This design comes from an exercise in tuning for small area, a short achievable clock period and few clock cycles on the open sky130 flow, not from production work.
RTL that was checked went through simulation tests only; none was proved equivalent to the original.
Function not checked in runs 2 to 5: the RTL went through the layout flow alone.

<file path="config.mk">
export PLATFORM = sky130hd
export DESIGN_NAME = FFT16_stream
export DESIGN_NICKNAME = FFT16_stream
export VERILOG_FILES = /design/flow/design.v
export SDC_FILE = /design/flow/constraint.sdc
export NUM_CORES = 8
export LEC_CHECK = 0
export CAP_MARGIN = 20
export CORE_MARGIN = 2
export CORE_UTILIZATION = 70
export CTS_CLUSTER_DIAMETER = 80
export CTS_CLUSTER_SIZE = 25
export PLACE_DENSITY = 0.8
export SETUP_SLACK_MARGIN = 5
export SLEW_MARGIN = 20
</file>
<file path="constraint.sdc">
create_clock -name core_clock -period 10.0 [get_ports {i_clk}]
set_input_delay 2.0000 -clock core_clock [delete_from_list [all_inputs] [get_ports {i_clk}]]
set_output_delay 2.0000 -clock core_clock [all_outputs]
set_load 0.01 [all_outputs]
</file>
<file path="design.v">
module add16 (
	input  [15:0] a,
	input  [15:0] b,
	input         ci,
	output [15:0] s
);
	wire [15:0] p = a ^ b;
	wire [15:0] g0 = a & b;
	wire [15:0] gl0 = {g0[15:1], g0[0] | (p[0] & ci)};
	wire [15:0] pl0 = {p[15:1], 1'b0};
	wire [15:0] gl1, pl1, gl2, pl2, gl3, pl3, gl4;
	genvar i;
	generate for (i = 0; i < 16; i = i + 1) begin : lv
		if (i % 2 == 1) begin : a1
			assign gl1[i] = gl0[i] | (pl0[i] & gl0[i-1]);
			assign pl1[i] = pl0[i] & pl0[i-1];
		end else begin : b1
			assign gl1[i] = gl0[i];
			assign pl1[i] = pl0[i];
		end
		if (i % 4 >= 2) begin : a2
			assign gl2[i] = gl1[i] | (pl1[i] & gl1[(i/4)*4+1]);
			assign pl2[i] = pl1[i] & pl1[(i/4)*4+1];
		end else begin : b2
			assign gl2[i] = gl1[i];
			assign pl2[i] = pl1[i];
		end
		if (i % 8 >= 4) begin : a3
			assign gl3[i] = gl2[i] | (pl2[i] & gl2[(i/8)*8+3]);
			assign pl3[i] = pl2[i] & pl2[(i/8)*8+3];
		end else begin : b3
			assign gl3[i] = gl2[i];
			assign pl3[i] = pl2[i];
		end
		if (i >= 8) begin : a4
			assign gl4[i] = gl3[i] | (pl3[i] & gl3[7]);
		end else begin : b4
			assign gl4[i] = gl3[i];
		end
	end endgenerate
	assign s = p ^ {gl4[14:0], ci};
endmodule
module FFT16_stream (
	input             i_clk,
	input             i_rst,
	input             i_valid,
	input      [15:0] i_re,
	input      [15:0] i_im,
	output            o_ready,
	output reg        o_valid,
	output reg [15:0] o_re,
	output reg [15:0] o_im
);
	reg  [2:0] ph;
	reg  [3:0] wcnt;
	reg        rdy_n;    
	wire       rdy = ~rdy_n;
	wire       acc = i_valid & rdy;
	wire [3:0] wcnt_p1 = wcnt + 4'd1;
	wire [2:0] ph_n = ph + 3'd1;
	assign o_ready = rdy;
	always @(posedge i_clk or posedge i_rst) begin
		if (i_rst) begin
			ph   <= 3'd0;
			wcnt <= 4'd0;
			rdy_n <= 1'b0;
		end else begin
			ph   <= ph_n;
			if (acc) wcnt <= wcnt_p1;
			rdy_n <= acc ? (ph_n != wcnt_p1[2:0]) : (ph_n != wcnt[2:0]);
		end
	end
	reg        x_v;
	reg [15:0] x_re, x_im;
	always @(posedge i_clk or posedge i_rst) begin
		if (i_rst) x_v <= 1'b0;
		else       x_v <= acc;
	end
	always @(posedge i_clk) begin
		x_re <= i_re;
		x_im <= i_im;
	end
	wire        s0_v, s0_nr;
	wire [15:0] s0_re, s0_im;
	sdf_stage #(.LD(3), .JOUT(1), .OREG(1)) st0 (.i_clk(i_clk), .i_rst(i_rst), .i_v(x_v), .i_re(x_re), .i_im(x_im),
		.i_nr(1'b0), .o_v(s0_v), .o_re(s0_re), .o_im(s0_im), .o_nr(s0_nr));
	wire        s1_v;
	wire [15:0] s1_re, s1_im;
	sdf_stage #(.LD(2), .JOUT(0), .OREG(1)) st1 (.i_clk(i_clk), .i_rst(i_rst), .i_v(s0_v), .i_re(s0_re), .i_im(s0_im),
		.i_nr(s0_nr), .o_v(s1_v), .o_re(s1_re), .o_im(s1_im), .o_nr());
	wire        t2_v, t2_nr;
	wire [15:0] t2_re, t2_im;
	tw2 u_tw2 (.i_clk(i_clk), .i_rst(i_rst), .i_v(s1_v), .i_re(s1_re), .i_im(s1_im),
		.o_v(t2_v), .o_re(t2_re), .o_im(t2_im), .o_nr(t2_nr));
	wire        s2_v;
	wire [15:0] s2_re, s2_im;
	wire        s2_vn;
	wire [15:0] s2_ren;
	sdf_stage #(.LD(1), .JOUT(0), .OREG(1)) st2 (.i_clk(i_clk), .i_rst(i_rst), .i_v(t2_v), .i_re(t2_re), .i_im(t2_im),
		.i_nr(t2_nr), .o_v(s2_v), .o_re(s2_re), .o_im(s2_im), .o_nr(), .o_vn(s2_vn), .o_ren(s2_ren));
	wire        t3_v, t3_nr;
	wire [15:0] t3_re, t3_im;
	tw3 u_tw3 (.i_clk(i_clk), .i_rst(i_rst), .i_v(s2_v), .i_re(s2_re), .i_im(s2_im),
		.i_vn(s2_vn), .i_ren(s2_ren),
		.o_v(t3_v), .o_re(t3_re), .o_im(t3_im), .o_nr(t3_nr));
	wire        s3_v;
	wire [15:0] s3_re, s3_im;
	sdf_stage #(.LD(0), .JOUT(0), .OREG(0)) st3 (.i_clk(i_clk), .i_rst(i_rst), .i_v(t3_v), .i_re(t3_re), .i_im(t3_im),
		.i_nr(t3_nr), .o_v(s3_v), .o_re(s3_re), .o_im(s3_im), .o_nr());
	wire        r0_v, r1_v;
	wire [15:0] r0_re, r0_im, r1_re, r1_im;
	bit_exchange #(.BI(0), .BJ(3)) ex0 (.i_clk(i_clk), .i_rst(i_rst), .i_v(s3_v), .i_re(s3_re), .i_im(s3_im),
		.o_v(r0_v), .o_re(r0_re), .o_im(r0_im));
	bit_exchange #(.BI(1), .BJ(2)) ex1 (.i_clk(i_clk), .i_rst(i_rst), .i_v(r0_v), .i_re(r0_re), .i_im(r0_im),
		.o_v(r1_v), .o_re(r1_re), .o_im(r1_im));
	always @(posedge i_clk or posedge i_rst) begin
		if (i_rst) o_valid <= 1'b0;
		else       o_valid <= r1_v;
	end
	always @(posedge i_clk) begin
		o_re <= r1_re;
		o_im <= r1_im;
	end
endmodule
module sdf_stage #(parameter LD = 0, JOUT = 0, OREG = 1) (
	input             i_clk,
	input             i_rst,
	input             i_v,
	input      [15:0] i_re,
	input      [15:0] i_im,
	input             i_nr,
	output            o_v,
	output     [15:0] o_re,
	output     [15:0] o_im,
	output            o_nr,
	output            o_vn,
	output     [15:0] o_ren
);
	localparam D = 1 << LD;
	reg  [3:0]  q;
	reg  [LD:0] pend;
	wire comb = i_v & q[LD];
	wire last = comb & (q[LD:0] == {(LD+1){1'b1}});
	wire vn   = comb | (pend != 0);
	reg  [3:0]  oq;      
	always @(posedge i_clk or posedge i_rst) begin
		if (i_rst) begin
			q    <= 4'd0;
			pend <= 0;
			oq   <= 4'd0;
		end else begin
			if (i_v) q <= q + 4'd1;
			if (last) pend <= D;
			else if (pend != 0) pend <= pend - 1'b1;
			if (vn) oq <= oq + 4'd1;
		end
	end
	reg  [15:0] dl_re [0:D-1];
	reg  [15:0] dl_im [0:D-1];
	wire [15:0] x0_re = dl_re[D-1];
	wire [15:0] x0_im = dl_im[D-1];
	wire [15:0] t_re  = i_re & {16{comb}};
	wire [15:0] t_im  = i_im & {16{comb}};
	wire        t_nr  = i_nr & comb;
	wire [15:0] u_re, y1_re, u_im, y1_im;
	add16 a0 (.a(x0_re), .b(t_re),  .ci(t_nr),  .s(u_re));
	add16 a1 (.a(x0_re), .b(~t_re), .ci(~t_nr), .s(y1_re));
	add16 a2 (.a(x0_im), .b(t_im),  .ci(1'b0),  .s(u_im));
	add16 a3 (.a(x0_im), .b(~t_im), .ci(1'b1),  .s(y1_im));
	wire        load  = i_v & ~comb;
	integer j;
	always @(posedge i_clk) begin
		dl_re[0] <= load ? i_re : y1_re;
		dl_im[0] <= load ? i_im : y1_im;
		for (j = 1; j < D; j = j + 1) begin
			dl_re[j] <= dl_re[j-1];
			dl_im[j] <= dl_im[j-1];
		end
	end
	assign o_vn  = vn;
	assign o_ren = u_re;
	generate if (OREG) begin : g_oreg
		reg        r_v, r_nr;
		reg [15:0] r_re, r_im;
		wire       sw = (JOUT != 0) & oq[3] & oq[2];
		always @(posedge i_clk or posedge i_rst) begin
			if (i_rst) r_v <= 1'b0;
			else       r_v <= vn;
		end
		always @(posedge i_clk) begin
			r_re <= sw ? ~u_im : u_re;
			r_im <= sw ? u_re : u_im;
			r_nr <= sw;
		end
		assign o_v = r_v;  assign o_re = r_re;  assign o_im = r_im;  assign o_nr = r_nr;
	end else begin : g_comb
		assign o_v = vn;   assign o_re = u_re;  assign o_im = u_im;  assign o_nr = 1'b0;
	end endgenerate
endmodule
module cmul_p (input [15:0] a, input b5, input id, output [23:0] p, output [17:0] a3);
	wire [23:0] x  = {{8{a[15]}}, a};
	wire [23:0] m1 = id ? 24'd0 : (b5 ? (x << 6) : (x << 4));
	wire [23:0] m2 = (b5 & ~id) ? (x << 3) : 24'd0;
	wire [7:0]  bias = {8{a[15] & ~id}};
	assign p  = {a, bias} - m1 - m2;
	assign a3 = {{2{a[15]}}, a} + {a[15], a, 1'b0};
endmodule
module cmul_q (input [23:0] p, input [17:0] a3, input id, output [15:0] q);
	wire [23:0] t = id ? 24'd0 : {{6{a3[17]}}, a3};
	wire [23:0] f = p - t;
	assign q = f[23:8];
endmodule
module cmul_62 (input [15:0] a, input [17:0] a3, output [15:0] q);
	wire [23:0] x  = {{8{a[15]}}, a};
	wire [23:0] x3 = {{6{a3[17]}}, a3};
	wire [23:0] f  = (x3 << 5) + (x << 1) + {16'd0, {8{a[15]}}};
	assign q = f[23:8];
endmodule
module tw2 (
	input             i_clk,
	input             i_rst,
	input             i_v,
	input      [15:0] i_re,
	input      [15:0] i_im,
	output reg        o_v,
	output reg [15:0] o_re,
	output reg [15:0] o_im,
	output reg        o_nr
);
	reg [3:0] q;
	reg       a_v, b_v;
	always @(posedge i_clk or posedge i_rst) begin
		if (i_rst) begin
			q   <= 4'd0;
			a_v <= 1'b0;
			b_v <= 1'b0;
			o_v <= 1'b0;
		end else begin
			if (i_v) q <= q + 4'd1;
			a_v <= i_v;
			b_v <= a_v;
			o_v <= b_v;
		end
	end
	wire [1:0]  k = q[1] ? {q[2], q[3]} : 2'd0;    
	wire [23:0] rp, ip;
	wire [17:0] r3, i3;
	cmul_p u_rp (.a(i_re), .b5(1'b1), .id(1'b0), .p(rp), .a3(r3));
	cmul_p u_ip (.a(i_im), .b5(1'b1), .id(1'b0), .p(ip), .a3(i3));
	reg  [1:0]  a_k, b_k;
	reg  [15:0] a_rp, a_ip, a_re, a_im;
	reg  [9:0]  a_r3, a_i3;
	reg         a_rb, a_ib;
	always @(posedge i_clk) begin
		a_k  <= k;
		a_rp <= rp[23:8];  a_r3 <= r3[17:8];  a_rb <= (rp[7:0] < r3[7:0]);  a_re <= i_re;
		a_ip <= ip[23:8];  a_i3 <= i3[17:8];  a_ib <= (ip[7:0] < i3[7:0]);  a_im <= i_im;
	end
	wire [15:0] mr = a_rp + ~{{6{a_r3[9]}}, a_r3} + {15'd0, ~a_rb};
	wire [15:0] mi = a_ip + ~{{6{a_i3[9]}}, a_i3} + {15'd0, ~a_ib};
	reg  [15:0] b_re, b_im;
	always @(posedge i_clk) begin
		b_k  <= a_k;
		b_re <= a_k[0] ? mr : a_re;
		b_im <= a_k[0] ? mi : a_im;
	end
	wire [15:0] msum = b_re + b_im;
	wire [15:0] mdif = b_re - b_im;
	always @(posedge i_clk) begin
		case (b_k)
			2'd1: begin o_re <= mdif;  o_im <= msum; o_nr <= 1'b0; end
			2'd2: begin o_re <= ~b_im; o_im <= b_re; o_nr <= 1'b1; end
			2'd3: begin o_re <= ~msum; o_im <= mdif; o_nr <= 1'b1; end
			default: begin o_re <= b_re; o_im <= b_im; o_nr <= 1'b0; end
		endcase
	end
endmodule
module tw3 (
	input             i_clk,
	input             i_rst,
	input             i_v,
	input      [15:0] i_re,
	input      [15:0] i_im,
	input             i_vn,      
	input      [15:0] i_ren,
	output reg        o_v,
	output reg [15:0] o_re,
	output reg [15:0] o_im,
	output reg        o_nr
);
	reg  [3:0] q;
	reg        a_v, b_v, c_v;
	always @(posedge i_clk or posedge i_rst) begin
		if (i_rst) begin
			q   <= 4'd0;
			a_v <= 1'b0;
			b_v <= 1'b0;
			c_v <= 1'b0;
			o_v <= 1'b0;
		end else begin
			if (i_v) q <= q + 4'd1;
			a_v <= i_v;
			b_v <= a_v;
			c_v <= b_v;
			o_v <= c_v;
		end
	end
	wire [3:0] qn  = i_v ? q + 4'd1 : q;
	wire [2:0] kn  = {qn[1], qn[2], qn[3]};
	wire       ntn = i_vn & qn[0] & (kn[1:0] != 2'd0);    
	wire [2:0] k   = {q[1], q[2], q[3]};
	wire       x1  = q[0];
	wire       nt  = i_v & x1 & (k[1:0] != 2'd0);
	reg  [15:0] e_op;
	reg         e_b5;
	always @(posedge i_clk) begin
		e_op <= ntn ? i_ren : i_im;
		e_b5 <= ntn ? (kn[1:0] == 2'd2) : e_b5;
	end
	wire [23:0] ep;
	wire [17:0] e3;
	cmul_p u_p (.a(e_op), .b5(e_b5), .id(1'b0), .p(ep), .a3(e3));
	wire [9:0]  l62 = {2'b0, e3[2:0], 5'd0} + {2'b0, e_op[6:0], 1'b0} + {2'b0, {8{e_op[15]}}};
	reg  [15:0] f_p;
	reg  [14:0] f_3;      
	reg  [8:0]  f_a;      
	reg         f_b;
	reg  [1:0]  f_c;
	always @(posedge i_clk) begin
		f_p <= ep[23:8];
		f_3 <= e3[17:3];
		f_a <= e_op[15:7];
		f_b <= (ep[7:0] < e3[7:0]);
		f_c <= l62[9:8];
	end
	wire [15:0] t_hi = {{6{f_3[14]}}, f_3[14:5]};      
	wire [15:0] t_62 = {f_3[14], f_3};                  
	wire [15:0] a_62 = {{7{f_a[8]}}, f_a};              
	reg  [15:0] g_a, g_b;
	always @(posedge i_clk) begin
		g_a <= f_p + ~t_hi + {15'd0, ~f_b};
		g_b <= t_62 + a_62 + {14'd0, f_c};
	end
	reg  [15:0] p1_re, p1_im, p2_re, p2_im;
	reg  [2:0]  a_k, b_k;
	reg         a_nt, b_nt, a_x1, b_x1;
	always @(posedge i_clk) begin
		p1_re <= i_re;  p1_im <= i_im;
		p2_re <= p1_re; p2_im <= p1_im;
		a_k <= k;   a_nt <= nt;   a_x1 <= x1;
		b_k <= a_k; b_nt <= a_nt; b_x1 <= a_x1;
	end
	reg         xs, ys, swp, nr;
	always @(*) begin
		case (b_k)
			3'd1: begin xs = 1; ys = 0; swp = 0; nr = 0; end
			3'd2: begin xs = 1; ys = 0; swp = 0; nr = 0; end
			3'd3: begin xs = 0; ys = 1; swp = 1; nr = 0; end
			3'd4: begin xs = 0; ys = 0; swp = 1; nr = 1; end
			3'd5: begin xs = 1; ys = 0; swp = 1; nr = 1; end
			3'd6: begin xs = 0; ys = 1; swp = 0; nr = 1; end
			3'd7: begin xs = 0; ys = 1; swp = 0; nr = 1; end
			default: begin xs = 0; ys = 0; swp = 0; nr = 0; end
		endcase
	end
	wire        b5   = (b_k[1:0] == 2'd2);
	wire        sw   = b_x1 & swp;
	wire        ng   = b_x1 & nr;
	wire [15:0] yb   = b5 ? g_a : g_b;           
	wire [15:0] pa_r = b_nt ? (sw ? yb : g_a) : (sw ? p2_im : p2_re);
	wire [15:0] pa_i = b_nt ? (sw ? g_a : yb) : (sw ? p2_re : p2_im);
	reg  [15:0] h_re, h_im;
	reg         h_selr, h_seli, h_zr, h_zi, h_cr, h_ci, ng_d;
	always @(posedge i_clk) begin
		h_re   <= pa_r ^ {16{ng}};
		h_im   <= pa_i;
		h_selr <= sw | b5;            
		h_seli <= ~sw | b5;           
		h_zr   <= ~b_nt;
		h_zi   <= ~b_nt;
		h_cr   <= (b_nt & (sw ? ys : xs)) ^ ng;
		h_ci   <= b_nt & (sw ? xs : ys);
		ng_d   <= ng;
	end
	wire [15:0] br = (h_selr ? g_a : g_b) & {16{~h_zr}};
	wire [15:0] bi = (h_seli ? g_a : g_b) & {16{~h_zi}};
	always @(posedge i_clk) begin
		o_re <= h_re + (br ^ {16{h_cr}}) + {15'd0, h_cr};
		o_im <= h_im + (bi ^ {16{h_ci}}) + {15'd0, h_ci};
		o_nr <= ng_d;
	end
endmodule
module bit_exchange #(parameter BI = 0, BJ = 3) (
	input             i_clk,
	input             i_rst,
	input             i_v,
	input      [15:0] i_re,
	input      [15:0] i_im,
	output            o_v,
	output     [15:0] o_re,
	output     [15:0] o_im
);
	localparam L = (1 << BJ) - (1 << BI);
	reg [3:0] q;
	reg [L-1:0] vd;
	always @(posedge i_clk or posedge i_rst) begin
		if (i_rst) begin
			q  <= 4'd0;
			vd <= 0;
		end else begin
			if (i_v) q <= q + 4'd1;
			vd <= (L == 1) ? i_v : {vd, i_v};
		end
	end
	wire s = i_v & q[BJ] & ~q[BI];
	reg  [15:0] b_re [0:L-1];
	reg  [15:0] b_im [0:L-1];
	integer j;
	always @(posedge i_clk) begin
		b_re[0] <= s ? b_re[L-1] : i_re;
		b_im[0] <= s ? b_im[L-1] : i_im;
		for (j = 1; j < L; j = j + 1) begin
			b_re[j] <= b_re[j-1];
			b_im[j] <= b_im[j-1];
		end
	end
	assign o_re = s ? i_re : b_re[L-1];
	assign o_im = s ? i_im : b_im[L-1];
	assign o_v  = vd[L-1];
endmodule
</file>
<file path="flow/run.sh">
#!/bin/bash
# standard flow with a larger setup-slack margin for timing repair
sed 's/SETUP_SLACK_MARGIN=5 /SETUP_SLACK_MARGIN=6.7 /' standard.sh > standard_m.sh
bash standard_m.sh > flow.log 2>&1
</file>
<file path="standard.sh">
#!/bin/bash
# synth_recipe.tcl (not shown) runs the flow's synth.tcl, then flattens the netlist and writes it again
# the make line also repeats each setting of config.mk as NAME=value (left out here)
make -C /OpenROAD-flow-scripts/flow DESIGN_CONFIG=/design/flow/config.mk WORK_HOME=/design/flow/orfs CLKGATE_MAP_FILE= SYNTH_SCRIPT=/design/flow/synth_recipe.tcl "${@:-finish}"
</file>
==> impl_metrics.csv, run 1 <==
group,metric,value,unit
yosys,ys_ff_latch,1385,
yosys,synth_top_area_frac,0.458,
clock_network,clockBufferDepth,3,
global_routing,grt_max_degree,94,
floorplan,ioPinCount,69,
sta,final-hold-violation-count,0,
yosys,synth.area.top_cells,"dfxtp_1, ha_1, fa_1, xnor2_1, inv_1",
sta,finalMaxSlewViolations,0,
sta,fmax,300,MHz
sta,finalCritPeriodShare,0.333,
clock_network,clock_tree.root_cell,"clkbuf_16",
sta,min_period,3.33,ns
route,drt-vias-per-instance,5.50,
sta,final-setup-viol-count,0,
sta,rsz0062_at_grt,"yes",
critical_path,arrival,3.85,ns
final_layout,area_growth,8.74,%
place,gp_congestion,0.877,
place,placed_area,0.0592,mm^2
clock_network,clkSinkCount,1385,
route,ant_nets,0,
floorplan,die_x,291,um
yosys,synthFlopType,"dfxtp_1",
yosys,synth-edff-count,1,
floorplan,core_area,0.0817,mm^2
route,routedWlPerCell,16.7,um
final_layout,fin_cells,6766,
final_layout,nets,6351,
yosys,synth_area,0.0575,mm^2
clock_network,cts_tree,"yes",
critical_path,worstPathRequired,10.52,ns
critical_path,critPathLaunchType,"flop",
yosys,syn_avg_cell_area,10.3,um^2
hold_path,hold_class,"reg -> reg",
place,portBuffers,68,
clock_network,htreeDepth,3,
final_layout,final_area,0.0625,mm^2
global_routing,overflow,0,
sta,skew,0.0289,ns
critical_path,crit_type,"reg -> reg",
sta,worst_slew_pin_slew,1.04,ns
sta,relSlewSlack,0.304,
sta,tns,0,ns
final_layout,drive_gt1_frac,0.0869,
outcome,status,"complete, no violations",
global_routing,antenna_found_initial,0,
yosys,synth_commonest_cells,"dfxtp_1, ha_1, inv_1",
floorplan,die_h,291,um
clock_network,numCtsBuffers,68,
yosys,synthCells,5583,
route,dr.pass1.iters,8,
clock_network,clock_latency,0.64,ns
final_layout,utilization,0.765,
floorplan,num_rows,105,
yosys,synthDistinctLibCells,76,
place,place_hpwl,81000,um
critical_path,cp_max_fo,5,
yosys,ys_warn_count,21,
global_routing,grt_pass1_wl,182000,um
global_routing,grt_usage,0.262,
yosys,async_reset_ff_frac,0.0484,
flow_run,cap_violations,0,
yosys,yosys.area.top_type,"dfxtp_1",
floorplan,initial_core_util,0.704,
floorplan,die_area,0.0845,mm^2
clock_network,holdBufCountCts,0,
final_layout,insertedDiodeCount,0,
route,drt_iter0_drc,2099,
yosys,ys_seq_area_frac,0.488,
yosys,yosysMostFrequentCell,"dfxtp_1",
route,drt_drc_violations_left,0,
critical_path,cp-end-kind,"flop",
place,place_inst,6592,
clock_network,clk_pin_slew,0.10,ns
global_routing,first_global_vias,37400,
route,dr_total_vias,37200,
route,drt_wl_total,113000,um
## critical path: stages, from the launching register on
cell,delay [ns]
dfxtp_1,0.58
inv_1,0.17
nor2_1,0.25
a21oi_2,0.07
fa_1,0.54
ha_4,0.32
and3_4,0.20
nand3_2,0.07
a21oi_2,0.16
nor2_1,0.06
a211o_1,0.37
o21ai_2,0.23
o21ai_2,0.08
xnor2_1,0.12
## registers in the layout, summed over array words and instances, names as in the netlist, 32 cells and up
register,flops
st2.dl_re,32
st1.dl_im,64
st1.dl_re,64
ex1.b_re,32
ex0.b_re,112
st0.dl_im,128
st0.dl_re,128
ex0.b_im,112
ex1.b_im,32
st2.dl_im,32
## layout make-up
| class | instances | area (um^2) |
|---|---|---|
| Clock inverter | 15 | 170 |
| Timing Repair Buffer | 156 | 1400 |
| Clock buffer | 89 | 1800 |
| Inverter | 468 | 1780 |
| Sequential cell | 1385 | 28100 |
| Timing Repair inverter | 1 | 7.51 |
| Multi-Input combinational cell | 3582 | 27900 |
| Fill cell | 5455 | 19200 |
| Tap cell | 1070 | 1340 |
## placed cells by master, fill, tap and decap left out, types with 71 or more instances in the layout
master,instances
nor3_1,117
fa_1,124
mux2i_1,100
buf_4,77
a21oi_1,323
inv_1,453
dfxtp_1,1288
o21ai_0,184
nand2_1,439
nand3_1,75
nor2_1,440
mux2_2,71
ha_1,511
xor2_1,148
xnor2_1,270
## path summary, 6_finish.rpt
path                       cells after the start  slack [ns]             to     startpoint
hold / removal                                 0        0.32     u_tw3.b_x1     u_tw3.a_x1
setup reg to reg                              13        6.67  u_tw3.f_p[14]  u_tw3.e_op[7]
hold reg to reg                                0        0.32     u_tw3.b_x1     u_tw3.a_x1
max in group asynchronous                      3        7.39       st2.q[1]          i_rst
min in group asynchronous                      3        1.97          rdy_n          i_rst
setup / recovery                              13        6.67  u_tw3.f_p[14]  u_tw3.e_op[7]
## repair_timing
action,in CTS,in global routing
pin swaps,18,66
gates resized for setup,113,187
hold endpoints to repair,0,0
gates cloned,2,1
endpoints found under the setup margin,188,116
setup buffers,41,26
## stage by stage
stage | setup WS (ns) | hold WS, ns
floorplan | 6.70 | 0.310
global placement | 6.23 | 0.310
detailed placement | 6.10 | 0.312
CTS | 6.65 | 0.322
global route | 6.56 | 0.326
finish | 6.67 | 0.318
## routing by layer
layer | global-route usage | share of wire | vias up
li1 | - | - | 18600
met1 | 0.327 | 0.43 | 17600
met2 | 0.470 | 0.50 | 705
met3 | 0.0292 | 0.034 | 245
met4 | 0.0948 | 0.037 | 0
met5 | 0 | 0 | -
## kinds of logic (layout without fill, tap and decap cells)
family / Yosys count / in the layout / synth area share
AND/OR/NAND/NOR: 1376 / 1377 / 0.108
adder cells (fa/ha/maj): 654 / 654 / 0.160
buffers and inverters: 617 / 729 / 0.0407
flip-flops: 1385 / 1385 / 0.488
AO/OA/AOI/OAI: 936 / 936 / 0.101
XOR/XNOR: 424 / 424 / 0.0646
multiplexers: 191 / 191 / 0.0388
Testbench counts, summed over its fixed seeds: cycles 3,360.
==> run 2: changes to the inputs <==
--- a/design.v
+++ b/design.v
@@ -1,44 +1,33 @@
-module add16 (
-	input  [15:0] a,
-	input  [15:0] b,
-	input         ci,
-	output [15:0] s
+module addsk #(parameter W = 16) (
+	input  [W-1:0] a,
+	input  [W-1:0] b,
+	input          ci,
+	output [W-1:0] s
 );
-	wire [15:0] p = a ^ b;
-	wire [15:0] g0 = a & b;
-	wire [15:0] gl0 = {g0[15:1], g0[0] | (p[0] & ci)};
-	wire [15:0] pl0 = {p[15:1], 1'b0};
-	wire [15:0] gl1, pl1, gl2, pl2, gl3, pl3, gl4;
-	genvar i;
-	generate for (i = 0; i < 16; i = i + 1) begin : lv
-		if (i % 2 == 1) begin : a1
-			assign gl1[i] = gl0[i] | (pl0[i] & gl0[i-1]);
-			assign pl1[i] = pl0[i] & pl0[i-1];
-		end else begin : b1
-			assign gl1[i] = gl0[i];
-			assign pl1[i] = pl0[i];
-		end
-		if (i % 4 >= 2) begin : a2
-			assign gl2[i] = gl1[i] | (pl1[i] & gl1[(i/4)*4+1]);
-			assign pl2[i] = pl1[i] & pl1[(i/4)*4+1];
-		end else begin : b2
-			assign gl2[i] = gl1[i];
-			assign pl2[i] = pl1[i];
-		end
-		if (i % 8 >= 4) begin : a3
-			assign gl3[i] = gl2[i] | (pl2[i] & gl2[(i/8)*8+3]);
-			assign pl3[i] = pl2[i] & pl2[(i/8)*8+3];
-		end else begin : b3
-			assign gl3[i] = gl2[i];
-			assign pl3[i] = pl2[i];
-		end
-		if (i >= 8) begin : a4
-			assign gl4[i] = gl3[i] | (pl3[i] & gl3[7]);
-		end else begin : b4
-			assign gl4[i] = gl3[i];
+	localparam L = $clog2(W);
+	wire [W-1:0] p = a ^ b;
+	wire [W-1:0] g = a & b;
+	wire [W-1:0] gg [0:L];
+	wire [W-1:0] pp [0:L];
+	assign gg[0] = {g[W-1:1], g[0] | (p[0] & ci)};
+	assign pp[0] = {p[W-1:1], 1'b0};
+	genvar l, i;
+	generate for (l = 1; l <= L; l = l + 1) begin : lv
+		for (i = 0; i < W; i = i + 1) begin : bt
+			if ((i % (1 << l)) >= (1 << (l - 1))) begin : cmb
+				localparam integer J = (i / (1 << l)) * (1 << l) + (1 << (l - 1)) - 1;
+				assign gg[l][i] = gg[l-1][i] | (pp[l-1][i] & gg[l-1][J]);
+				assign pp[l][i] = pp[l-1][i] & pp[l-1][J];
+			end else begin : pas
+				assign gg[l][i] = gg[l-1][i];
+				assign pp[l][i] = pp[l-1][i];
+			end
 		end
 	end endgenerate
-	assign s = p ^ {gl4[14:0], ci};
+	assign s = p ^ {gg[L][W-2:0], ci};
+endmodule
+module add16 (input [15:0] a, input [15:0] b, input ci, output [15:0] s);
+	addsk #(.W(16)) u (.a(a), .b(b), .ci(ci), .s(s));
 endmodule
 module FFT16_stream (
 	input             i_clk,
@@ -202,8 +191,11 @@
 	wire [23:0] m1 = id ? 24'd0 : (b5 ? (x << 6) : (x << 4));
 	wire [23:0] m2 = (b5 & ~id) ? (x << 3) : 24'd0;
 	wire [7:0]  bias = {8{a[15] & ~id}};
-	assign p  = {a, bias} - m1 - m2;
-	assign a3 = {{2{a[15]}}, a} + {a[15], a, 1'b0};
+	wire [23:0] r0 = {a, bias};
+	wire [23:0] cs = r0 ^ ~m1 ^ ~m2;
+	wire [23:0] cc = (r0 & ~m1) | (r0 & ~m2) | (~m1 & ~m2);
+	addsk #(.W(24)) u_p (.a(cs), .b({cc[22:0], 1'b1}), .ci(1'b1), .s(p));
+	addsk #(.W(18)) u_3 (.a({{2{a[15]}}, a}), .b({a[15], a, 1'b0}), .ci(1'b0), .s(a3));
 endmodule
 module cmul_q (input [23:0] p, input [17:0] a3, input id, output [15:0] q);
 	wire [23:0] t = id ? 24'd0 : {{6{a3[17]}}, a3};
@@ -256,16 +248,18 @@
 		a_rp <= rp[23:8];  a_r3 <= r3[17:8];  a_rb <= (rp[7:0] < r3[7:0]);  a_re <= i_re;
 		a_ip <= ip[23:8];  a_i3 <= i3[17:8];  a_ib <= (ip[7:0] < i3[7:0]);  a_im <= i_im;
 	end
-	wire [15:0] mr = a_rp + ~{{6{a_r3[9]}}, a_r3} + {15'd0, ~a_rb};
-	wire [15:0] mi = a_ip + ~{{6{a_i3[9]}}, a_i3} + {15'd0, ~a_ib};
+	wire [15:0] mr, mi;
+	add16 u_mr (.a(a_rp), .b(~{{6{a_r3[9]}}, a_r3}), .ci(~a_rb), .s(mr));
+	add16 u_mi (.a(a_ip), .b(~{{6{a_i3[9]}}, a_i3}), .ci(~a_ib), .s(mi));
 	reg  [15:0] b_re, b_im;
 	always @(posedge i_clk) begin
 		b_k  <= a_k;
 		b_re <= a_k[0] ? mr : a_re;
 		b_im <= a_k[0] ? mi : a_im;
 	end
-	wire [15:0] msum = b_re + b_im;
-	wire [15:0] mdif = b_re - b_im;
+	wire [15:0] msum, mdif;
+	add16 u_ms (.a(b_re), .b(b_im),  .ci(1'b0), .s(msum));
+	add16 u_md (.a(b_re), .b(~b_im), .ci(1'b1), .s(mdif));
 	always @(posedge i_clk) begin
 		case (b_k)
 			2'd1: begin o_re <= mdif;  o_im <= msum; o_nr <= 1'b0; end
@@ -337,9 +331,14 @@
 	wire [15:0] t_62 = {f_3[14], f_3};                  
 	wire [15:0] a_62 = {{7{f_a[8]}}, f_a};              
 	reg  [15:0] g_a, g_b;
+	wire [15:0] qa, qb;
+	wire [15:0] bs = t_62 ^ a_62 ^ {14'd0, f_c};
+	wire [15:0] bc = (t_62 & a_62) | (t_62 & {14'd0, f_c}) | (a_62 & {14'd0, f_c});
+	addsk #(.W(16)) u_qb (.a(bs), .b({bc[14:0], 1'b0}), .ci(1'b0), .s(qb));
+	add16 u_qa (.a(f_p), .b(~t_hi), .ci(~f_b), .s(qa));
 	always @(posedge i_clk) begin
-		g_a <= f_p + ~t_hi + {15'd0, ~f_b};
-		g_b <= t_62 + a_62 + {14'd0, f_c};
+		g_a <= qa;
+		g_b <= qb;
 	end
 	reg  [15:0] p1_re, p1_im, p2_re, p2_im;
 	reg  [2:0]  a_k, b_k;
@@ -384,9 +383,12 @@
 	end
 	wire [15:0] br = (h_selr ? g_a : g_b) & {16{~h_zr}};
 	wire [15:0] bi = (h_seli ? g_a : g_b) & {16{~h_zi}};
+	wire [15:0] sr, si;
+	add16 u_sr (.a(h_re), .b(br ^ {16{h_cr}}), .ci(h_cr), .s(sr));
+	add16 u_si (.a(h_im), .b(bi ^ {16{h_ci}}), .ci(h_ci), .s(si));
 	always @(posedge i_clk) begin
-		o_re <= h_re + (br ^ {16{h_cr}}) + {15'd0, h_cr};
-		o_im <= h_im + (bi ^ {16{h_ci}}) + {15'd0, h_ci};
+		o_re <= sr;
+		o_im <= si;
 		o_nr <= ng_d;
 	end
 endmodule
==> run 2 against run 1 <==
Effect of this change: still clean; die area is 2.5% lower; critical path depth is 2 higher; register-to-register slack got worse by 0.08 ns; highest routed layer is now met5.
==> impl_metrics.csv, run 2 <==
group,metric,value,unit
final_layout,top_regs,"st0.dl_im: 128 flops, st0.dl_re: 128 flops",
clock_network,numCtsBuffers,67,
final_layout,area_growth,10.4,%
global_routing,grt_usage,0.272,
route,ant_nets,0,
global_routing,antenna_found_initial,8,
hold_path,hold_class,"reg -> reg",
clock_network,holdBufCountCts,0,
yosys,synth_top_area_frac,0.470,
yosys,synth.area.top_cells,"dfxtp_1, ha_1, fa_1, xnor2_1, inv_1",
floorplan,ioPinCount,69,
yosys,synthCells,5182,
critical_path,cp-startpoint,"u_tw2.o_v",
floorplan,initial_core_util,0.709,
global_routing,grt_max_degree,73,
sta,worst_slew_pin_slew,1.10,ns
yosys,yosys.area.top_type,"dfxtp_1",
global_routing,grt_pass1_wl,179000,um
clock_network,cts_tree,"yes",
yosys,ys_warn_count,24,
route,dr_total_vias,35100,
critical_path,worstPathRequired,10.54,ns
yosys,yosysMostFrequentCell,"dfxtp_1",
clock_network,clock_tree.root_cell,"clkbuf_16",
final_layout,nets,6037,
route,routedWlPerCell,17.9,um
critical_path,cp_max_fo,7,
clock_network,clock_latency,0.64,ns
critical_path,critPathLaunchType,"flop",
floorplan,die_h,287,um
route,drt_iter0_drc,2046,
final_layout,utilization,0.782,
final_layout,mostFrequentLayoutCells,"dfxtp_1, ha_1, inv_1",
yosys,synth_area,0.0561,mm^2
flow_run,cap_violations,0,
yosys,async_reset_ff_frac,0.0484,
sta,fmax,293,MHz
yosys,ys_seq_area_frac,0.501,
place,gp_congestion,0.852,
floorplan,die_x,287,um
sta,relSlewSlack,0.268,
global_routing,first_global_vias,34400,
yosys,synth_commonest_cells,"dfxtp_1, ha_1, inv_1",
place,place_hpwl,81300,um
global_routing,overflow,0,
final_layout,final_common_cell,"dfxtp_1",
sta,timing.hold.ws,0.305,ns
sta,finalCritPeriodShare,0.341,
floorplan,num_rows,103,
place,portBuffers,68,
route,drt_drc_violations_left,0,
critical_path,timing.rr.start,"u_tw2.o_v",
sta,rsz0062_at_grt,"yes",
sta,finalMaxSlewViolations,0,
yosys,syn_avg_cell_area,10.8,um^2
sta,tns,0,ns
yosys,synthDistinctLibCells,77,
yosys,ys_ff_latch,1385,
floorplan,core_area,0.0791,mm^2
final_layout,drive_gt1_frac,0.116,
sta,final-setup-viol-count,0,
outcome,status,"complete, no violations",
route,drt_wl_total,114000,um
sta,min_period,3.41,ns
floorplan,die_area,0.0824,mm^2
route,dr.pass1.iters,5,
sta,skew,0.0335,ns
yosys,synthFlopType,"dfxtp_1",
route,drt-vias-per-instance,5.48,
critical_path,crit_type,"reg -> reg",
critical_path,rr_worst_depth,15,
critical_path,cp-end-kind,"flop",
clock_network,clockBufferDepth,3,
yosys,synth-edff-count,1,
sta,final-hold-violation-count,0,
critical_path,ff2ff_setup_slack,6.59,ns
critical_path,arrival,3.95,ns
clock_network,clk_pin_slew,0.10,ns
clock_network,htreeDepth,3,
critical_path,critical_path.endpoint,"st2.dl_im[0][15]",
clock_network,clkSinkCount,1385,
critical_path,r2r-end,"st2.dl_im[0][15]",
[run 2: cell count changes after synthesis, sizes merged, moves of 10 or more]
| cell | delta |
|---|---|
| a21o | -17 |
| a21oi | -31 |
| fa | +42 |
| ha | -10 |
| inv | -17 |
| mux4 | +13 |
| nand2 | -82 |
| nand3 | -36 |
| nor2 | -35 |
| nor2b | -12 |
| nor3 | -36 |
| o21ai | -55 |
| or3 | -25 |
| xnor2 | -44 |
[run 2: layer usage]
layer	part of all wire	track usage	vias to the layer above	wire length [um]
met5	0.00018	0	-	21
met4	0.019	0.0639	4	2140
met3	0.056	0.0480	168	6410
met2	0.45	0.422	737	51700
met1	0.47	0.399	16900	54200
li1	-	-	17300	-
[run 2: per-stage QoR]
stage | cells | setup slack, ns | cell area, um^2
2_1_floorplan | 5183 | 6.52 | 56200
3_3_place_gp | 6191 | 6.03 | 57800
3_5_place_dp | 6191 | 5.99 | 57800
4_1_cts | 6346 | 6.58 | 60600
5_1_grt | 6397 | 6.44 | 61900
6_report | 6398 | 6.59 | 61900
[run 2: area by class of cell]
type | instances | area [um^2]
diodes | 1 | 2.50
clock buffers | 87 | 1780
multi-input cells | 3210 | 27000
fillers | 4950 | 17200
flip-flops and latches | 1385 | 28200
inverters | 450 | 1710
repair buffers | 202 | 1830
well taps | 1050 | 1310
clock inverters | 13 | 148
[run 2: repair_timing]
| item | in CTS | in global routing |
|---|---|---|
| gates cloned | 3 | 1 |
| setup buffers | 52 | 50 |
| pin swaps | 48 | 106 |
| resized for setup | 182 | 202 |
| endpoints found under the setup margin | 198 | 120 |
[run 2: cell families (layout without fill, tap and decap cells)]
kind of cell	after synthesis	count (layout)	synth area share
AO/OA/AOI/OAI	786	786	0.0869
XOR/XNOR	387	387	0.0604
adder cells (fa/ha/maj)	686	686	0.177
buffers and inverters	589	752	0.0395
flip-flops	1385	1385	0.501
multiplexers	196	196	0.0436
other	2	4	0.000134
AND/OR/NAND/NOR	1151	1152	0.0922
[run 2: worst min path at each step]
stage | start | end | slack, ns | cells after the start
floorplan | ex0.b_im[0][0] | ex0.b_im[1][0] | 0.31 | 0
global placement | st2.dl_im[0][0] | st2.dl_im[1][0] | 0.31 | 0
detailed placement | st0.dl_im[0][4] | st0.dl_im[1][4] | 0.31 | 0
CTS | st0.dl_im[6][4] | st0.dl_im[7][4] | 0.31 | 0
global route | ex0.b_re[4][7] | ex0.b_re[5][7] | 0.33 | 0
finish | st1.dl_im[2][3] | st1.dl_im[3][3] | 0.30 | 0
[run 2: critical path, cell delays in order, from the launching register on]
cell	delay [ns]
dfrtp_2	0.43
buf_6	0.12
buf_4	0.12
buf_4	0.16
and3_4	0.17
ha_4	0.16
fa_2	0.41
nor2b_2	0.15
o211ai_1	0.14
and3_4	0.22
o31ai_4	0.23
a41o_1	0.32
o41ai_4	0.12
xnor2_2	0.18
nand2b_4	0.15
a31o_2	0.23
==> run 3: changes to the inputs <==
--- a/config.mk
+++ b/config.mk
@@ -7,9 +7,9 @@
 export LEC_CHECK = 0
 export CAP_MARGIN = 20
 export CORE_MARGIN = 2
-export CORE_UTILIZATION = 70
+export CORE_UTILIZATION = 75
 export CTS_CLUSTER_DIAMETER = 80
 export CTS_CLUSTER_SIZE = 25
-export PLACE_DENSITY = 0.8
+export PLACE_DENSITY = 0.85
 export SETUP_SLACK_MARGIN = 5
 export SLEW_MARGIN = 20
==> run 3 against run 2 <==
Effect of this change: routed wire length is 8.0% higher; design area grew 0.13%; sequential share of layout area decreased by 0.056 points; area after synthesis unchanged; via count grew 4.1%; highest routed layer is now met4.
==> impl_metrics.csv, run 3 <==
group,metric,value,unit
outcome,status,"complete, no violations",
clock_network,clk_pin_slew,0.10,ns
sta,skew,0.0337,ns
sta,worst_slew_pin_slew,1.06,ns
yosys,yosys.area_share.simple,0.0922,
yosys,synth_xor_area_frac,0.0604,
yosys,synthFlopType,"dfxtp_1",
yosys,ys_ff_latch,1385,
final_layout,top_regs,"st0.dl_im: 128 flops, st0.dl_re: 128 flops",
final_layout,nets,6048,
route,dr_total_vias,36500,
route,drt-vias-per-instance,5.77,
yosys,yosysMostFrequentCell,"dfxtp_1",
place,gp_congestion,0.892,
floorplan,num_rows,100,
route,dr.pass1.iters,5,
critical_path,cpPeakStageDelay,0.53,ns
floorplan,core_area,0.0742,mm^2
final_layout,area_growth,10.5,%
critical_path,worstPathRequired,10.58,ns
place,place_inst,6102,
critical_path,cp_max_fo,5,
clock_network,clock_latency,0.65,ns
sta,fmax,290,MHz
yosys,async_reset_ff_frac,0.0484,
yosys,synthMuxAreaShare,0.0436,
critical_path,cp_num_buf_inv,2,
final_layout,drive_gt1_frac,0.118,
clock_network,numCtsBuffers,66,
hold_path,hold_class,"reg -> reg",
floorplan,ioPinCount,69,
route,drt_iter0_drc,2889,
yosys,synth_top_area_frac,0.470,
critical_path,crit_type,"reg -> reg",
sta,finalCritPeriodShare,0.345,
yosys,synth_area,0.0561,mm^2
sta,rsz0062_at_grt,"yes",
yosys,synth_fa_ha_area_frac,0.177,
yosys,synthDistinctLibCells,77,
route,routedWlPerCell,19.5,um
yosys,synth.area.top_cells,"dfxtp_1, ha_1, fa_1, xnor2_1, inv_1",
sta,tns,0,ns
floorplan,die_x,277,um
global_routing,first_global_vias,36400,
yosys,synth_commonest_cells,"dfxtp_1, ha_1, inv_1",
sta,relSlewSlack,0.293,
global_routing,grt_usage,0.308,
floorplan,initial_core_util,0.756,
final_layout,fin_cells,6328,
global_routing,antenna_found_initial,3,
clock_network,clock_tree.root_cell,"clkbuf_16",
yosys,ys_warn_count,24,
clock_network,htreeDepth,3,
critical_path,cp-end-kind,"flop",
floorplan,die_h,277,um
sta,timing.hold.ws,0.315,ns
clock_network,cts_tree,"yes",
sta,finalMaxSlewViolations,0,
clock_network,clockBufferDepth,3,
critical_path,arrival,4.02,ns
place,place_hpwl,83200,um
yosys,synthCells,5182,
critical_path,critPathTopFamily,"compound AO/OA/AOI/OAI gates",
clock_network,clkSinkCount,1385,
global_routing,grt_max_degree,87,
yosys,yosys.area.top_type,"dfxtp_1",
yosys,ys_seq_area_frac,0.501,
critical_path,cp_cell_sequence,"buf_12 -> and2_4 -> fa_1 -> inv_2 -> ha_4 -> o211ai_1 -> a21o_1 -> a31oi_4 -> a211oi_2 -> o21ai_2 -> or3_4 -> a21oi_4 -> o21ba_2 -> xnor2_1",
place,portBuffers,68,
global_routing,grt_pass1_wl,189000,um
sta,min_period,3.45,ns
route,drt_drc_violations_left,0,
critical_path,critPathLaunchType,"flop",
flow_run,cap_violations,0,
critical_path,crit_slowest_cell,"fa_1",
route,wl_met2,58300,um
final_layout,mostFrequentLayoutCells,"dfxtp_1, ha_1, inv_1",
route,wl_met1,54900,um
yosys,synth-edff-count,1,
yosys,synth-compound-area-share,0.0869,
route,drt_wl_total,124000,um
route,wl_met3,7170,um
route,top_layer_used,"met4",
yosys,synth_top_family_by_area,"adder cells",
final_layout,final_common_cell,"dfxtp_1",
yosys,syn_avg_cell_area,10.8,um^2
route,ant_nets,0,
sta,final-setup-viol-count,0,
sta,final-hold-violation-count,0,
global_routing,overflow,0,
floorplan,die_area,0.0770,mm^2
## run 3: what timing repair did
item,in CTS,in global routing
endpoints found under the hold margin,0,0
resized for setup,192,195
pin swaps,50,77
cloned,4,1
hold buffers,0,0
setup buffers,60,60
setup endpoints to repair,210,129
## run 3: cells by family (layout without fill, tap and decap cells)
family | count (synthesis) | count (layout)
compound gates | 786 | 786
xor+xnor | 387 | 387
fa+ha+maj | 686 | 686
buf+inv | 589 | 761
flops | 1385 | 1385
mux | 196 | 196
other cells | 2 | 6
simple gates | 1151 | 1152
## run 3: stage by stage
step	instance area (um^2)	util	worst slack [ns]
floorplan	56200	-	6.52
global placement	57700	0.777	6.01
detailed placement	57700	0.777	5.84
CTS	60600	0.817	6.55
global route	62000	0.835	6.43
finish	62000	0.835	6.55
## run 3: cell type report
cell class	count	area, um^2
diodes	3	7.51
clock buffers	87	1780
clock inverters	10	138
fillers	3913	12200
inverters	450	1720
multi-input cells	3210	27000
flip-flops and latches	1385	28200
well taps	969	1210
repair buffers	214	1980
## run 3: layer usage
metal	global-route usage	up-vias
met2	0.501	1111
li1	-	17300
met3	0.0339	276
met1	0.441	17900
met5	0	-
met4	0.0824	0
## run 3: final timing paths
path | start | to | slack [ns] | cells past startpoint
max in group asynchronous | i_rst | st3.q[0] | 7.24 | 3
max reg2reg | u_tw3.e_b5 | u_tw3.f_p[15] | 6.55 | 14
min in group asynchronous | i_rst | x_v | 2.02 | 3
min | ex0.b_im[0][5] | ex0.b_im[1][5] | 0.31 | 0
max | u_tw3.e_b5 | u_tw3.f_p[15] | 6.55 | 14
min reg2reg | ex0.b_im[0][5] | ex0.b_im[1][5] | 0.31 | 0
==> run 4: changes to the inputs <==
==> flow/run.sh (replaced) <==
#!/bin/bash
# standard flow with a larger setup-slack margin for timing repair
sed 's/SETUP_SLACK_MARGIN=5 /SETUP_SLACK_MARGIN=7.0 /' standard.sh > standard_m.sh
bash standard_m.sh > flow.log 2>&1
--- a/config.mk
+++ b/config.mk
@@ -7,9 +7,9 @@
 export LEC_CHECK = 0
 export CAP_MARGIN = 20
 export CORE_MARGIN = 2
-export CORE_UTILIZATION = 75
-export CTS_CLUSTER_DIAMETER = 80
-export CTS_CLUSTER_SIZE = 25
-export PLACE_DENSITY = 0.85
+export CORE_UTILIZATION = 70
+export CTS_CLUSTER_DIAMETER = 70
+export CTS_CLUSTER_SIZE = 30
+export PLACE_DENSITY = 0.8
 export SETUP_SLACK_MARGIN = 5
 export SLEW_MARGIN = 20
==> run 4 against run 3 <==
Effect of this change: setup slack better by 0.084 ns; global-route usage down 3.2 points; largest cell class is now multi-input gates; count of clock-buffer cells in the layout is 11 lower; design area increased by 4.0%; non-clock buffer count rose by 92; critical endpoint is now o_re[15]; cell count increased by 2.7%; core utilization fell by 2.1 points; routed wire length down 2.0%; worst hold slack lost 0.0023 ns; clock skew rose by 0.0079 ns.
==> impl_metrics.csv, run 4 <==
group,metric,value,unit
floorplan,die_x,287,um
sta,tns,0,ns
final_layout,top_regs,"st0.dl_im: 128 flops, st0.dl_re: 128 flops",
sta,final-setup-viol-count,0,
yosys,synth.area.top_cells,"dfxtp_1, ha_1, fa_1, xnor2_1, inv_1",
clock_network,clock_latency,0.70,ns
flow_run,cap_violations,0,
yosys,async_reset_ff_frac,0.0484,
final_layout,mostFrequentLayoutCells,"dfxtp_1, ha_1, inv_1",
final_layout,area_growth,14.9,%
route,drt_wl_total,121000,um
critical_path,critPathLaunchType,"flop",
outcome,status,"complete, no violations",
critical_path,r2r-end,"o_re[15]",
global_routing,grt_pass1_wl,182000,um
final_layout,utilization,0.814,
yosys,yosys.area_share.simple,0.0922,
clock_network,numCtsBuffers,59,
sta,relSlewSlack,0.249,
sta,finalCritPeriodShare,0.336,
route,routedWlPerCell,18.7,um
route,drt_iter0_drc,2465,
critical_path,cp_max_fo,8,
global_routing,grt_max_degree,87,
place,place_inst,6180,
yosys,synth-edff-count,1,
yosys,synth_area,0.0561,mm^2
final_layout,insertedDiodeCount,0,
hold_path,holdPathStages,0,
route,dr_total_vias,36300,
critical_path,cp-end-kind,"flop",
yosys,synthMuxAreaShare,0.0436,
sta,skew,0.0416,ns
final_layout,nets,6134,
critical_path,cpMostUsedCell,"buf_4",
final_layout,fin_cells,6501,
yosys,ys_ff_latch,1385,
route,drt_drc_violations_left,0,
sta,finalMaxSlewViolations,0,
floorplan,num_rows,103,
sta,rsz0062_at_grt,"yes",
clock_network,cts_tree,"yes",
final_layout,fillers,4349,
yosys,synthFlopType,"dfxtp_1",
yosys,synth_fa_ha_area_frac,0.177,
place,gp_congestion,0.857,
clock_network,clkSinkCount,1385,
final_layout,final_common_cell,"dfxtp_1",
sta,worst_slack,6.64,ns
sta,fmax,297,MHz
yosys,synth_top_family_by_area,"adder cells",
final_layout,drive_gt1_frac,0.188,
hold_path,hold_end,"ex0.b_im[2][2]",
critical_path,timing.rr.start,"u_tw3.o_v",
yosys,synthDistinctLibCells,77,
floorplan,die_h,287,um
clock_network,holdBufCountCts,0,
critical_path,rr_worst_depth,14,
yosys,ys_warn_count,24,
critical_path,arrival,3.95,ns
critical_path,crit_type,"reg -> reg",
yosys,yosys.area.top_type,"dfxtp_1",
yosys,yosysMostFrequentCell,"dfxtp_1",
yosys,synth_top_area_frac,0.470,
route,drt-vias-per-instance,5.58,
critical_path,worstPathRequired,10.59,ns
route,dr.pass1.iters,6,
yosys,synth_commonest_cells,"dfxtp_1, ha_1, inv_1",
hold_path,hold_class,"reg -> reg",
global_routing,overflow,0,
hold_path,min_from,"ex0.b_im[1][2]",
floorplan,core_area,0.0791,mm^2
critical_path,cp_cell_sequence,"and2_4 -> buf_4 -> buf_4 -> buf_4 -> nand2_1 -> ha_4 -> inv_1 -> a21oi_2 -> o21ai_4 -> a211o_1 -> a311oi_2 -> xnor2_1 -> and2_4 -> o31ai_1",
yosys,syn_avg_cell_area,10.8,um^2
global_routing,antenna_found_initial,10,
place,portBuffers,68,
global_routing,grt_usage,0.276,
yosys,synth_xor_area_frac,0.0604,
route,ant_nets,0,
sta,min_period,3.36,ns
place,post-place-ws,6.10,ns
sta,worst_slew_pin_slew,1.13,ns
critical_path,crit_slowest_cell,"dfrtp_2",
clock_network,clockBufferDepth,3,
clock_network,htreeDepth,2,
yosys,ys_seq_area_frac,0.501,
clock_network,clock_tree.root_cell,"clkbuf_16",
yosys,synthCells,5182,
critical_path,cpPeakStageDelay,0.43,ns
floorplan,die_area,0.0824,mm^2
critical_path,ff2ff_setup_slack,6.64,ns
yosys,synth-compound-area-share,0.0869,
floorplan,ioPinCount,69,
floorplan,initial_core_util,0.709,
clock_network,clk_pin_slew,0.11,ns
global_routing,first_global_vias,35200,
sta,final-hold-violation-count,0,
place,place_hpwl,81200,um
-- run 4: timing repair --
| action | CTS | global route |
|---|---|---|
| pin swaps | 144 | 215 |
| setup endpoints to repair | 299 | 251 |
| buffers inserted | 130 | 90 |
| resized for setup | 497 | 384 |
| hold endpoints to repair | 0 | 0 |
| cloned | 2 | 0 |
-- run 4: layer usage --
metal / share of wire / wire (um) / global-route usage
met3: 0.051 / 6170 / 0.0400
met2: 0.47 / 56600 / 0.436
met5: 0.00011 / 13 / 0
met4: 0.016 / 1990 / 0.0543
met1: 0.47 / 56500 / 0.407
-- run 4: final cells by class --
| type | instances | area [um^2] | area share |
|---|---|---|---|
| Clock buffer | 76 | 1560 | 0.0242 |
| Clock inverter | 23 | 360 | 0.00559 |
| Inverter | 450 | 1730 | 0.0269 |
| Multi-Input combinational cell | 3211 | 28500 | 0.442 |
| Sequential cell | 1385 | 28200 | 0.438 |
| Tap cell | 1050 | 1310 | 0.0204 |
| Timing Repair Buffer | 306 | 2740 | 0.0426 |
-- run 4: how the worst max path moves through the flow --
stage                        start          endpoint  slack [ns]  depth (start not counted)
floorplan           st0.g_oreg.r_v  st1.dl_re[0][15]        6.62                         17
global placement        u_tw3.e_b5     u_tw3.f_p[15]        6.15                         14
detailed placement      u_tw3.e_b5     u_tw3.f_p[15]        6.10                         14
CTS                          rdy_n           o_ready        6.68                          2
global route             u_tw3.o_v          o_re[15]        6.52                         14
finish                   u_tw3.o_v          o_re[15]        6.64                         14
-- run 4: metrics by stage --
| step | hold slack [ns] | cell area, um^2 |
|---|---|---|
| 3_5_place_dp | 0.312 | 57900 |
| 6_report | 0.313 | 64400 |
| 5_1_grt | 0.312 | 64400 |
| 4_1_cts | 0.311 | 62100 |
| 2_1_floorplan | 0.310 | 56400 |
| 3_3_place_gp | 0.310 | 57900 |
-- run 4: worst max-delay path: cells and delay by family (launching register included) --
| kind | cells | cell delay (ns) |
|---|---|---|
| AOI/OAI and AO/OA | 5 | 1.27 |
| and+or+nand+nor | 3 | 0.53 |
| buffers and inverters | 4 | 0.49 |
| DFF | 1 | 0.43 |
| adders and majority gates | 1 | 0.37 |
| xor gates and xnor gates | 1 | 0.14 |
-- run 4: cell families (layout without fill, tap and decap cells) --
| kind of cell | after synthesis | in the layout |
|---|---|---|
| flops | 1385 | 1385 |
| compound gates | 786 | 786 |
| simple gates | 1151 | 1153 |
| other cells | 2 | 3 |
| buf+inv | 589 | 855 |
| mux | 196 | 196 |
| fa+ha+maj | 686 | 686 |
| xor+xnor | 387 | 387 |
==> run 5: changes to the inputs <==
--- a/design.v
+++ b/design.v
@@ -197,17 +197,6 @@
 	addsk #(.W(24)) u_p (.a(cs), .b({cc[22:0], 1'b1}), .ci(1'b1), .s(p));
 	addsk #(.W(18)) u_3 (.a({{2{a[15]}}, a}), .b({a[15], a, 1'b0}), .ci(1'b0), .s(a3));
 endmodule
-module cmul_q (input [23:0] p, input [17:0] a3, input id, output [15:0] q);
-	wire [23:0] t = id ? 24'd0 : {{6{a3[17]}}, a3};
-	wire [23:0] f = p - t;
-	assign q = f[23:8];
-endmodule
-module cmul_62 (input [15:0] a, input [17:0] a3, output [15:0] q);
-	wire [23:0] x  = {{8{a[15]}}, a};
-	wire [23:0] x3 = {{6{a3[17]}}, a3};
-	wire [23:0] f  = (x3 << 5) + (x << 1) + {16'd0, {8{a[15]}}};
-	assign q = f[23:8];
-endmodule
 module tw2 (
 	input             i_clk,
 	input             i_rst,
@@ -309,7 +298,7 @@
 	reg         e_b5;
 	always @(posedge i_clk) begin
 		e_op <= ntn ? i_ren : i_im;
-		e_b5 <= ntn ? (kn[1:0] == 2'd2) : e_b5;
+		e_b5 <= ntn ? (kn[1:0] == 2'd2) : (k[1:0] == 2'd2);
 	end
 	wire [23:0] ep;
 	wire [17:0] e3;
==> flow/run.sh (replaced) <==
#!/bin/bash
# standard flow with a larger setup-slack margin for timing repair
sed 's/SETUP_SLACK_MARGIN=5 /SETUP_SLACK_MARGIN=6.7 /' standard.sh > standard_m.sh
bash standard_m.sh > flow.log 2>&1
==> run 5 against run 4 <==
Effect of this change: global-route usage fell by 0.55 points; sequential share of layout area rose by 2.0 points; maximum frequency rose by 2.3%; worst hold slack got worse by 0.0037 ns; first-iteration DRC count fell by 8.8%; synthesized cell count rose by 1.5%; routed wire length fell by 5.5%; die area rose by 0.87%; count of clock-buffer cells in the layout fell by 6; register-to-register slack improved by 0.07 ns; cell count fell by 0.91%; setup slack improved by 0.075 ns.
==> impl_metrics.csv, run 5 <==
group,metric,value,unit
critical_path,cp_max_fo,3,
critical_path,critPathLaunchType,"flop",
clock_network,holdBufCountCts,0,
outcome,status,"complete, no violations",
hold_path,hold_end,"u_tw3.p2_im[8]",
critical_path,cp_cell_sequence,"buf_6 -> and3_4 -> fa_2 -> fa_2 -> nand2b_4 -> a221oi_2 -> o211ai_1 -> a31oi_2 -> a221o_1 -> a21oi_2 -> xor2_2 -> mux2_4",
hold_path,hold_class,"reg -> reg",
final_layout,area_growth,8.53,%
route,drt_wl_total,115000,um
yosys,synth_commonest_cells,"dfxtp_1, ha_1, inv_1",
yosys,ys_seq_area_frac,0.496,
route,dr.pass1.iters,5,
hold_path,holdPathStages,0,
critical_path,worstPathRequired,10.53,ns
yosys,syn_avg_cell_area,10.8,um^2
sta,relSlewSlack,0.274,
clock_network,clockBufferDepth,3,
clock_network,clkSinkCount,1385,
floorplan,die_area,0.0831,mm^2
sta,skew,0.0427,ns
critical_path,r2r-end,"u_tw3.e_op[15]",
route,dr_total_vias,35400,
critical_path,cp-end-kind,"flop",
yosys,synth-edff-count,0,
final_layout,final_common_cell,"dfxtp_1",
yosys,synth_area,0.0566,mm^2
route,ant_nets,0,
yosys,synth.area.top_cells,"dfxtp_1, ha_1, fa_1, xnor2_1, dfrtp_1",
global_routing,grt_max_degree,80,
yosys,ys_warn_count,24,
clock_network,clock_tree.root_cell,"clkbuf_16",
clock_network,clk_pin_slew,0.11,ns
global_routing,grt_usage,0.270,
sta,min_period,3.29,ns
yosys,ys_ff_latch,1385,
critical_path,arrival,3.82,ns
yosys,yosys.area.top_type,"dfxtp_1",
global_routing,first_global_vias,34400,
hold_path,min_from,"u_tw3.p1_im[8]",
final_layout,top_regs,"st0.dl_im: 128 flops, st0.dl_re: 128 flops",
yosys,synthFlopType,"dfxtp_1",
sta,finalMaxSlewViolations,0,
floorplan,die_h,288,um
yosys,synth_top_area_frac,0.466,
route,routedWlPerCell,17.8,um
critical_path,timing.rr.start,"st2.q[1]",
yosys,synthCells,5261,
floorplan,core_area,0.0803,mm^2
sta,tns,0,ns
final_layout,nets,6067,
flow_run,cap_violations,0,
sta,worst_slew_pin_slew,1.09,ns
final_layout,mostFrequentLayoutCells,"dfxtp_1, ha_1, inv_1",
critical_path,crit_type,"reg -> reg",
place,gp_congestion,0.884,
sta,finalCritPeriodShare,0.329,
route,drt_iter0_drc,2248,
floorplan,die_x,288,um
route,drt-vias-per-instance,5.50,
critical_path,crit_slowest_cell,"dfrtp_2",
critical_path,cpPeakStageDelay,0.45,ns
final_layout,drive_gt1_frac,0.0904,
clock_network,cts_tree,"yes",
floorplan,initial_core_util,0.705,
yosys,synthDistinctLibCells,91,
global_routing,grt_pass1_wl,179000,um
floorplan,ioPinCount,69,
sta,rsz0062_at_grt,"yes",
place,portBuffers,68,
place,place_hpwl,83300,um
global_routing,overflow,0,
sta,fmax,304,MHz
clock_network,htreeDepth,2,
sta,final-setup-viol-count,0,
global_routing,antenna_found_initial,11,
critical_path,ff2ff_setup_slack,6.71,ns
clock_network,numCtsBuffers,59,
critical_path,rr_worst_depth,12,
clock_network,clock_latency,0.69,ns
yosys,async_reset_ff_frac,0.0484,
floorplan,num_rows,104,
sta,timing.hold.ws,0.309,ns
yosys,yosysMostFrequentCell,"dfxtp_1",
sta,final-hold-violation-count,0,
critical_path,cpMostUsedCell,"fa_2",
route,drt_drc_violations_left,0,
run 5: cell types whose count changed in the layout (fill, tap and decap cells not counted), moves of 44 or more:
cell     previous run  this run
ha_4               51         7
ha_1              444       503
buf_6              64         7
o21ai_0           104       166
nand2_1           334       411
dfxtp_1          1248      1294
buf_4             184        81
run 5: critical path: cells and delay by family, from the launching register on:
kind	cells	cell delay, ns
mux	1	0.35
fa+ha+maj	2	0.77
xor+xnor	1	0.10
flops	1	0.45
simple gates	2	0.26
compound gates	5	1.08
buf+inv	1	0.13
run 5: how the worst max path moves through the flow:
stage	endpoint	startpoint	cells past startpoint	slack, ns
2_1_floorplan	st1.dl_re[0][13]	st0.g_oreg.r_v	16	6.67
3_3_place_gp	st1.g_oreg.r_im[15]	st0.g_oreg.r_v	12	6.06
3_5_place_dp	st1.g_oreg.r_im[15]	st0.g_oreg.r_v	12	5.94
4_1_cts	st1.g_oreg.r_im[15]	st1.q[2]	12	6.67
5_1_grt	u_tw3.f_p[15]	u_tw3.e_b5	15	6.57
6_report	u_tw3.e_op[15]	st2.q[1]	12	6.71
run 5: layout make-up:
| cell class | count | area (um^2) |
|---|---|---|
| Inverter | 433 | 1650 |
| Tap cell | 1060 | 1330 |
| Clock buffer | 70 | 1530 |
| Fill cell | 5163 | 18900 |
| Antenna cell | 4 | 10.0 |
| Clock inverter | 23 | 322 |
| Timing Repair Buffer | 159 | 1400 |
| Multi-Input combinational cell | 3308 | 27000 |
| Sequential cell | 1385 | 28100 |
run 5: repair_timing:
item                                    CTS  global route
endpoints found under the setup margin  190           105
pin swaps                                17            60
setup buffers                            30            35
resized for setup                       160           117
cloned                                    2             0
run 5: per-layer routing:
layer  global-route usage  vias up  share of wire
met1                0.402    17000           0.48
met2                0.413      718           0.44
met3               0.0533      134          0.060
met4               0.0514        0          0.016
met5                    0        -              0
li1                     -    17600              -
run 5: metrics by stage:
stage	cell area (um^2)	instances	utilization	worst slack [ns]
2_1_floorplan	56700	5262	-	6.67
3_3_place_gp	58300	6278	0.727	6.06
3_5_place_dp	58300	6278	0.727	5.94
4_1_cts	60600	6403	0.755	6.67
5_1_grt	61400	6438	0.765	6.57
6_report	61400	6442	0.765	6.71
run 5: cells by family after synthesis:
family | count (synthesis) | share of synthesized area
other cells | 2 | 0.000133
xor+xnor | 382 | 0.0591
simple gates | 1197 | 0.0952
fa+ha+maj | 686 | 0.175
buf+inv | 571 | 0.0381
mux | 188 | 0.0382
flops | 1385 | 0.496
compound gates | 850 | 0.0980

[port drivers added, routing unchanged]
The results above use ideal ports. As a check the final layouts listed here were re-extracted and re-timed, cells and wires unchanged. Step 1 assumes that a clkbuf_16 drives the clock port and a buf_2 every other input. Step 2 adds t to the input delays and takes it off the output delays; t is the mean of the earliest and latest rising clock arrival at the registers after step 1. Input paths then give back, and output paths get back, about the clock's delay inside the block. a / b / c = no drivers / after step 1 / after step 2; a / b = the first two.
run	t (ns)	setup slack, ns	worst register clock-pin slew, ns	worst slew at a driven data input, ns
run 1	0.691	6.671 / 6.671 / 6.473	0.11 / 0.11	0.05
run 2	0.693	6.591 / 6.591 / 6.396	0.10 / 0.10	0.06
run 3	0.698	6.555 / 6.555 / 6.445	0.10 / 0.10	0.06
run 4	0.744	6.639 / 6.639 / 6.473	0.12 / 0.12	0.04
run 5	0.736	6.714 / 6.657 / 6.400	0.11 / 0.11	0.05
After both steps setup and hold are still met in every run listed. The setup slack of run 5, which loses most, moves by -0.057 ns with the drivers and by -0.314 ns with both steps.
